From an optimization exercise on the open Yosys and OpenROAD flow, aimed at small area; shortcuts taken in it are not production practice.
Where RTL was checked, it was by simulation tests only, not by an equivalence proof against the original.
No activity file was given, so power comes from the tool's default toggle rates. The clock port is modelled as an ideal driver; clocking choices that lean on that would not hold on a real chip.

Design sample_dsp, start of the top module:
module sample_dsp(
	input         clk_20M,
	input         rst_n,
	input         WR,
	input         RD,
	input         CS0,
	input  [7:0]  DSP_Add,
	input  [15:0] DSP_Data_in,
	output [15:0] DSP_Data_out,
	output        DSP_Data_oe,
	input  [6:0]  chAn,
	input  [6:0]  chBn,
	input  [15:0] data_in,
	input         busy0,
	output [3:0]  LED,
	output        cs0_n,
	output        cs1_n,
	output        convst,
	output        enc_rst
);
	wire [6:0]  c80;
	wire        tick;
	wire        IncEncoderRd;
	wire [15:0] inc_data, abs_data;
	wire        inc_ok, abs_ok;
	clk_1M inst45(.clk0(clk_20M), .rst_n(rst_n), .c80(c80), .tick(tick));
	IncEncoderGroup inst(
		.clk_encoder(clk_20M), .rst_n(rst_n), .c80(c80), .tick(tick), .RD(IncEncoderRd),
		.chAn(chAn), .chBn(chBn), .rd_sel(DSP_Add[2:0]), .data_out(inc_data), .snap_ok(inc_ok));
	AbsEncoder inst1(
		.clk(clk_20M), .clk_rd(IncEncoderRd), .rst_n(rst_n), .c80(c80),
		.data_in(data_in), .cs0_n(cs0_n), .cs1_n(cs1_n), .busy0(busy0),
		.convst(convst), .enc_rst(enc_rst), .rd_sel(DSP_Add[3:0]), .data_out(abs_data), .word_ok(abs_ok));
	ParaBus ParaBusInst(
		.clk(clk_20M), .rst_n(rst_n),
		.DSP_Add(DSP_Add), .DSP_Data_in(DSP_Data_in), .DSP_Data_out(DSP_Data_out),
		.DSP_Data_oe(DSP_Data_oe), .WR(WR), .RD(RD), .CS0(CS0), .LED(LED),
		.IncEncoderRd(IncEncoderRd), .inc_data(inc_data), .inc_ok(inc_ok),
		.abs_data(abs_data), .abs_ok(abs_ok));
endmodule
Settings: LEC_CHECK=0, CAP_MARGIN=20, CORE_MARGIN=2, CORE_UTILIZATION=40, CTS_BUF_LIST=sky130_fd_sc_hd__clkbuf_4, SLEW_MARGIN=20; clock period 5.0 ns.
run.sh (not shown) runs the stock make flow with config.mk's settings and CLKGATE_MAP_FILE= SYNTH_SCRIPT=/design/flow/synth_recipe.tcl, a recipe that flattens the netlist after the stock synthesis.
The baseline passed the timing, design-rule and antenna checks.
Then changed:
Settings changed: CORE_UTILIZATION 40 to 60, CTS_BUF_LIST sky130_fd_sc_hd__clkbuf_4 to sky130_fd_sc_hd__clkbuf_8, CTS_CLUSTER_SIZE set to 40.
After rerunning: The changed run finished clean; fmax falls by about 0.8%; worst setup slack is worse by 0.027 ns; wire length falls by about 5%.
Function was not checked in any run of this note: the RTL went through the layout flow alone.

---

sample_dsp, a different RTL version from the one above (not shown whole).
Size: roughly 1100 cells after synthesis, about 85 I/O pins, ~20000 µm² of cells after synthesis.
==> flow/design.v (excerpt) <==
module sample_dsp(
	input         clk_20M,
	input         rst_n,
	input         WR,
	input         RD,
	input         CS0,
	input  [7:0]  DSP_Add,
	input  [15:0] DSP_Data_in,
	output [15:0] DSP_Data_out,
	output        DSP_Data_oe,
	input  [6:0]  chAn,
	input  [6:0]  chBn,
	input  [15:0] data_in,
	input         busy0,
	output [3:0]  LED,
	output        cs0_n,
	output        cs1_n,
	output        convst,
	output        enc_rst
);
==> flow/config.mk <==
export PLATFORM = sky130hd
export DESIGN_NAME = sample_dsp
export DESIGN_NICKNAME = sample_dsp
export VERILOG_FILES = /design/flow/design.v
export SDC_FILE = /design/flow/constraint.sdc
export NUM_CORES = 4
export LEC_CHECK = 0
export CAP_MARGIN = 20
export CORE_MARGIN = 2
export CORE_UTILIZATION = 60
export CTS_BUF_LIST = sky130_fd_sc_hd__clkbuf_16
export CTS_CLUSTER_DIAMETER = 100
export CTS_CLUSTER_SIZE = 30
export SLEW_MARGIN = 20
export SYNTH_HIERARCHICAL = 1
==> flow/constraint.sdc <==
create_clock -name core_clock -period 5.0 [get_ports {clk_20M}]
set_input_delay 1.0000 -clock core_clock [delete_from_list [all_inputs] [get_ports {clk_20M}]]
set_output_delay 1.0000 -clock core_clock [all_outputs]
set_load 0.01 [all_outputs]
standard.sh (not shown) runs the stock make flow with config.mk's settings and CLKGATE_MAP_FILE= SYNTH_SCRIPT=/design/flow/synth_recipe.tcl, a recipe that flattens the netlist after the stock synthesis.
==> flow/flow/run.sh <==
#!/bin/bash
set -euo pipefail
export BUFFER_PORTS_ARGS="-buffer_cell sky130_fd_sc_hd__buf_1"
export CTS_ARGS="-sink_clustering_enable -repair_clock_nets -sink_clustering_size 30 -sink_clustering_max_diameter 100 -buf_list sky130_fd_sc_hd__clkbuf_16 -root_buf sky130_fd_sc_hd__clkbuf_8 -dont_use_dummy_load"
bash standard.sh > standard_flow.log 2>&1
Then changed:
==> flow/flow/run.sh (replaced) <==
#!/bin/bash
set -euo pipefail
export BUFFER_PORTS_ARGS="-buffer_cell sky130_fd_sc_hd__buf_1"
bash standard.sh > standard_flow.log 2>&1
Effect: Global-route usage barely changes. Sequential power barely changes. Clock power rose by a few percent. Hold slack barely changes. Total power rose slightly.

[port drivers added, routing unchanged]
How much do the figures lean on ideal ports? The routed layouts below were timed once more, with nothing changed but the port constraints. Step 1 sets driving cells, clkbuf_16 on the clock port and buf_2 on the other inputs (assumed; they add their load-dependent delay and slew). Step 2 also shifts input and output timing later by t, the mid clock arrival at the registers, as if the neighbouring blocks saw the same clock. a / b / c = ideal ports / drivers / drivers and shift; a / b = the first two.
run	shift t [ns]	setup slack, ns	latest minus earliest clock arrival (ns)	worst register clock-pin slew, ns	cell pins on the clock port's net
the first run of note 1	0.890	1.859 / 1.887 / 0.997	0.060 / 0.060	0.08 / 0.08	1
the second run of note 1	0.710	1.832 / 1.858 / 1.148	0.028 / 0.027	0.07 / 0.07	1
the first run of note 2	0.686	1.680 / 1.708 / 1.022	0.027 / 0.028	0.12 / 0.12	1
the second run of note 2	0.617	1.602 / 1.634 / 1.017	0.015 / 0.016	0.12 / 0.12	1
After both steps setup and hold are still met in every run listed. The setup slack of the first run of note 1, which loses most, moves by +0.028 ns with the drivers and by -0.862 ns with both steps.
